This is an optimization exercise on Yosys and OpenROAD, whose aim is small area, a short achievable clock period and few clock cycles, not a production implementation. RTL that was checked went through simulation tests only; none was proved equivalent to the original.

Design CONV, start of the top module:
module  CONV(
            input		  clk,
            input		  reset,
            output		  busy,
            input		  ready,
            output [11:0] iaddr,
            input  [19:0] idata,
            output	 	  cwr,
            output [11:0] caddr_wr,
            output [19:0] cdata_wr,
            output	 	  crd,
            output [11:0] caddr_rd,
            input  [19:0] cdata_rd,
            output [ 2:0] csel
        );
Settings: LEC_CHECK=0, CAP_MARGIN=20, CORE_MARGIN=2, CORE_UTILIZATION=40, CTS_CLUSTER_DIAMETER=100, CTS_CLUSTER_SIZE=25, SLEW_MARGIN=20, SYNTH_HIERARCHICAL=1; clock period 10.0 ns.
standard.sh (not shown) runs the stock make flow with config.mk's settings and CLKGATE_MAP_FILE= SYNTH_SCRIPT=/design/flow/synth_recipe.tcl, a recipe that flattens the netlist after the stock synthesis.
==> flow/flow/run.sh <==
#!/bin/bash
# Own layout flow: the standard flow (standard.sh, unchanged synthesis,
# floorplan, power grid and tap cells), with buf_2 cells as the port buffers
# instead of the delay buffer buffer_ports picks by default, and repair_timing
# aiming for 6.8 ns of setup slack.
# The full make/ORFS output goes to flow_standard.log in the work folder;
# ORFS also keeps a log per step under orfs/logs.
set -euo pipefail
bash standard.sh \
  "BUFFER_PORTS_ARGS=-buffer_cell sky130_fd_sc_hd__buf_2" \
  SETUP_SLACK_MARGIN=6.8 \
  finish > flow_standard.log 2>&1
Change:
--- a/flow/design.v
+++ b/flow/design.v
@@ -2199,20 +2199,19 @@
 CONV_fa uw2135 (w1959, w2040, w2134, w2135, w2136);
 wire w2137 = ~w2041;
 wire w2138, w2139;
 CONV_fa uw2138 (w2042, w1961, w2137, w2138, w2139);
 wire w2140 = ~w2044;
 wire w2141, w2142;
 CONV_fa uw2141 (r1[241], w2043, w2140, w2141, w2142);
-wire [12:0] lowsum = {1'b0, {~w2065, ~w2062, w2059, w2056, w2053, ~w2050, w2047, ~w2046, ~r1[4], r1[3], r1[1], ~r1[0]}} + {1'b0, {w2067, ~w2064, ~w2061, w2058, w2055, w2052, ~w2049, ~r1[8], r1[5], 1'b0, ~r1[2], 1'b0}};
-reg [52:0] r2;
-always @(posedge clk) r2 <= {w2045, w2142, w2141, w2139, w2138, w2136, w2135, w2133, w2132, w2130, w2129, w2127, w2126, w2124, w2123, w2121, w2120, w2118, w2117, w2115, w2114, w2112, w2111, w2109, w2108, w2106, w2105, w2103, w2102, w2100, w2099, w2097, w2096, w2094, w2093, w2091, w2090, w2088, w2087, w2085, w2084, w2082, w2081, w2079, w2078, w2076, w2075, w2073, w2072, w2070, w2069, w2068, lowsum[12]};
-wire [37:0] suma = {~r2[51], r2[49], ~r2[47], r2[45], ~r2[43], ~r2[41], r2[39], r2[37], r2[35], ~r2[33], ~r2[31], r2[29], r2[27], r2[25], r2[23], ~r2[21], r2[19], r2[17], r2[15], r2[13], r2[11], ~r2[9], r2[7], r2[5], r2[3], r2[1], 1'b0, 1'b0, 1'b0, 1'b0, 1'b0, 1'b0, 1'b0, 1'b0, 1'b0, 1'b0, 1'b0, 1'b0};
-wire [37:0] sumb = {~r2[52], ~r2[50], r2[48], ~r2[46], r2[44], ~r2[42], ~r2[40], r2[38], r2[36], r2[34], ~r2[32], ~r2[30], r2[28], r2[26], r2[24], r2[22], ~r2[20], r2[18], r2[16], r2[14], r2[12], r2[10], ~r2[8], r2[6], r2[4], r2[2], 1'b0, 1'b0, 1'b0, 1'b0, 1'b0, 1'b0, 1'b0, 1'b0, 1'b0, 1'b0, 1'b0, 1'b0};
-wire [37:0] acc = {suma[37:12] + sumb[37:12] + r2[0], 12'd0};
+reg [73:0] r2;
+always @(posedge clk) r2 <= {w2045, w2142, w2141, w2139, w2138, w2136, w2135, w2133, w2132, w2130, w2129, w2127, w2126, w2124, w2123, w2121, w2120, w2118, w2117, w2115, w2114, w2112, w2111, w2109, w2108, w2106, w2105, w2103, w2102, w2100, w2099, w2097, w2096, w2094, w2093, w2091, w2090, w2088, w2087, w2085, w2084, w2082, w2081, w2079, w2078, w2076, w2075, w2073, w2072, w2070, w2069, w2068, w2067, w2065, w2064, w2062, w2061, w2059, w2058, w2056, w2055, w2053, w2052, w2050, w2049, w2047, r1[8], w2046, r1[5], r1[4], r1[3], r1[2], r1[1], r1[0]};
+wire [37:0] suma = {~r2[72], r2[70], ~r2[68], r2[66], ~r2[64], ~r2[62], r2[60], r2[58], r2[56], ~r2[54], ~r2[52], r2[50], r2[48], r2[46], r2[44], ~r2[42], r2[40], r2[38], r2[36], r2[34], r2[32], ~r2[30], r2[28], r2[26], r2[24], r2[22], ~r2[20], ~r2[18], r2[16], r2[14], r2[12], ~r2[10], r2[8], ~r2[6], ~r2[4], r2[3], r2[1], ~r2[0]};
+wire [37:0] sumb = {~r2[73], ~r2[71], r2[69], ~r2[67], r2[65], ~r2[63], ~r2[61], r2[59], r2[57], r2[55], ~r2[53], ~r2[51], r2[49], r2[47], r2[45], r2[43], ~r2[41], r2[39], r2[37], r2[35], r2[33], r2[31], ~r2[29], r2[27], r2[25], r2[23], r2[21], ~r2[19], ~r2[17], r2[15], r2[13], r2[11], ~r2[9], ~r2[7], r2[5], 1'b0, ~r2[2], 1'b0};
+wire [37:0] acc  = suma + sumb;
 wire [19:0] relu = acc[37] ? 20'd0 : acc[35:16];
 wire       wlow  = wq < 7'd2;
 wire [6:0] wq2   = wlow ? wq + 7'd65 : wq;
 wire [6:0] pt    = wq2 - 7'd3;
 wire [4:0] pi    = pt[5:1];        
 wire       ph    = pt[0];          
 wire [3:0] psx   = wlow ? ws - 4'd1 : ws;
Worst setup slack improves by 0.019 ns.
First-iteration DRC count went up by 0.99%.
Routed wire length went up by 0.63%.
Sequential share of layout area went up by 0.42 points.
Clock-buffer cell count is unchanged.
Via count went down by 0.37%.
Die area went up by 1.6%.
Hold slack improves by 0.018 ns.
Testbench counts after the change, summed over its fixed seeds: cycles 94,302.
No functional check of the RTL was part of the first run of this note.

---

Another version of the RTL of CONV (not shown whole).
Size: ~870 flip-flops, about 110 I/O pins, about 43000 µm² of cells after synthesis.
## CONV
module  CONV(
            input		  clk,
            input		  reset,
            output		  busy,
            input		  ready,
            output [11:0] iaddr,
            input  [19:0] idata,
            output	 	  cwr,
            output [11:0] caddr_wr,
            output [19:0] cdata_wr,
            output	 	  crd,
            output [11:0] caddr_rd,
            input  [19:0] cdata_rd,
            output [ 2:0] csel
        );
reg        busy_r;
reg        wact;       
reg  [6:0] rx;         
reg  [6:0] ry;         
reg  [3:0] rr;         
reg  [3:0] ws;         
reg  [6:0] wq;         
reg  [3:0] wr;         
reg        cwr_r, csel1_r;
reg [11:0] caddr_wr_r, caddr_rd_r;
reg [19:0] cdata_wr_r;
reg [19:0] pm, pa_r;
assign busy     = busy_r;
assign iaddr    = {ry[5:0], rx[5:0]};
assign cwr      = cwr_r;
assign caddr_wr = caddr_wr_r;
assign cdata_wr = cdata_wr_r;
assign crd      = busy_r;
assign caddr_rd = caddr_rd_r;
assign csel     = {1'b0, csel1_r, 1'b1};
wire start = !busy_r && ready;
wire fin   = wact && ws == 4'd8 && wq == 7'd2;
always @(posedge clk) begin
    if (start) begin
        rx <= 7'd64;
        ry <= 7'h77;           
        rr <= 4'd0;
    end else if (rr == 4'd9) begin
        rr <= 4'd0;
        if (rx == 7'd64) begin
            rx <= 7'd0;
            ry <= ry - 7'd1;
        end else begin
            rx <= rx + 7'd1;
            ry <= ry - 7'd9;
        end
    end else begin
        rr <= rr + 4'd1;
        ry <= ry + 7'd1;
    end
end
reg [459:0] sr;
wire pvalid = !rx[6] && !ry[6];
always @(posedge clk)
    sr <= {sr[439:0], pvalid ? idata : 20'd0};
wire w1, w2;
CONV_fa uw1 (sr[240], sr[220], sr[0], w1, w2);
wire w3, w4;
CONV_fa uw3 (sr[440], sr[41], sr[401], w3, w4);
wire w5, w6;
  ...
Settings: LEC_CHECK=0, CAP_MARGIN=20, CORE_MARGIN=2, CORE_UTILIZATION=40, CTS_CLUSTER_DIAMETER=100, CTS_CLUSTER_SIZE=25, SLEW_MARGIN=20, SYNTH_HIERARCHICAL=1; clock period 10.0 ns.
Scripts as last shown in full above: flow/flow/run.sh
Then changed:
--- a/flow/design.v
+++ b/flow/design.v
@@ -22,13 +22,13 @@
 reg  [3:0] ws;         
 reg  [6:0] wq;         
 reg  [3:0] wr;         
 reg        cwr_r, csel1_r;
 reg [11:0] caddr_wr_r, caddr_rd_r;
 reg [19:0] cdata_wr_r;
-reg [19:0] pm, pa_r;
+reg [19:0] rb, pm, pa_r;
 assign busy     = busy_r;
 assign iaddr    = {ry[5:0], rx[5:0]};
 assign cwr      = cwr_r;
 assign caddr_wr = caddr_wr_r;
 assign cdata_wr = cdata_wr_r;
 assign crd      = busy_r;
@@ -2216,13 +2216,13 @@
 wire [4:0] pi    = pt[5:1];        
 wire       ph    = pt[0];          
 wire [3:0] psx   = wlow ? ws - 4'd1 : ws;
 wire       pact  = wq != 7'd2 && !(ws == 4'd0 && wlow);
 wire       l0we  = wq != 7'd0 && ws != 4'd8;
 wire [6:0] wx    = wq - 7'd1;
-wire [19:0] pmax = (cdata_rd > pm) ? cdata_rd : pm;
+wire [19:0] pmax = (rb > pm) ? rb : pm;
 always @(posedge clk or posedge reset) begin
     if (reset) begin
         busy_r  <= 1'b0;
         wact    <= 1'b0;
         cwr_r   <= 1'b0;
         csel1_r <= 1'b0;
@@ -2260,18 +2260,19 @@
         wr <= wr + 4'd1;
     if (wr[3])
         caddr_wr_r <= {2'b00, psx[2:0], ph, wr[0], pi};
     else
         caddr_wr_r <= {ws[2:0], wr[2:0], wx[5:0]};
     caddr_rd_r <= {psx[2:0], ph, wr[2], wr[0], pi, wr[1]};
-    cdata_wr_r <= wr[3] ? (wr[0] ? pm : pa_r) : relu;
-    if (wr == 4'd1 || wr == 4'd5)
-        pm <= cdata_rd;
-    else if (wr != 4'd9)
+    cdata_wr_r <= wr[3] ? (wr[0] ? pmax : pa_r) : relu;
+    rb <= cdata_rd;
+    if (wr == 4'd2 || wr == 4'd6)
+        pm <= rb;
+    else
         pm <= pmax;
-    if (wr == 4'd4)
+    if (wr == 4'd5)
         pa_r <= pmax;
 end
 endmodule
 module CONV_fa(input a, input b, input c, output s, output co);
 assign s  = a ^ b ^ c;
 assign co = (a & b) | (a & c) | (b & c);
Synthesized area goes up by about 0.46%.
Wire length goes up by about 0.9%.
Via count rises by about 0.4%.
Register-to-register slack gains 20 ps.
Setup slack gets better by 260 ps.
Sequential share of layout area went up by 0.78 points.
Fmax grows by 7.9%.
Critical path depth came out lower by 9.
Clock-buffer cell count went up by 4.
Core utilization goes down by 0.88 points.
Final area falls by about 1%.
Worst hold slack degrades by 10 ps.
Testbench counts after the change, summed over its fixed seeds: cycles 94,302.
The RTL of the first run of this note was laid out without a check of its function.

==> re-timing with driven ports <==
The flow's constraints put no driver on any port. The routed layouts listed below were extracted and timed again, unchanged, in two steps. Step 1 sets driving cells, clkbuf_16 on the clock port and buf_2 on the other inputs (assumed; they add their load-dependent delay and slew). Step 2 also shifts input and output timing later by t, the mid clock arrival at the registers, as if the neighbouring blocks saw the same clock. a / b / c = no drivers / after step 1 / after step 2; a / b = the first two.
run | t (ns) | slack for setup (ns) | worst hold slack (ns) | worst register clock-pin slew, ns
the first run of note 1 | 0.730 | 6.777 / 6.707 / 6.816 | 0.294 / 0.294 / 0.294 | 0.10 / 0.10
the second run of note 1 | 0.731 | 6.796 / 6.735 / 6.796 | 0.312 / 0.312 / 0.312 | 0.11 / 0.11
the first run of note 2 | 0.734 | 6.507 / 6.536 / 5.803 | 0.317 / 0.317 / 0.317 | 0.10 / 0.10
the second run of note 2 | 0.732 | 6.763 / 6.691 / 6.800 | 0.306 / 0.306 / 0.306 | 0.11 / 0.11
After both steps setup and hold are still met in every run listed. For the first run of note 2, which loses most, drivers alone change the setup slack by +0.029 ns; drivers and shift together by -0.704 ns.
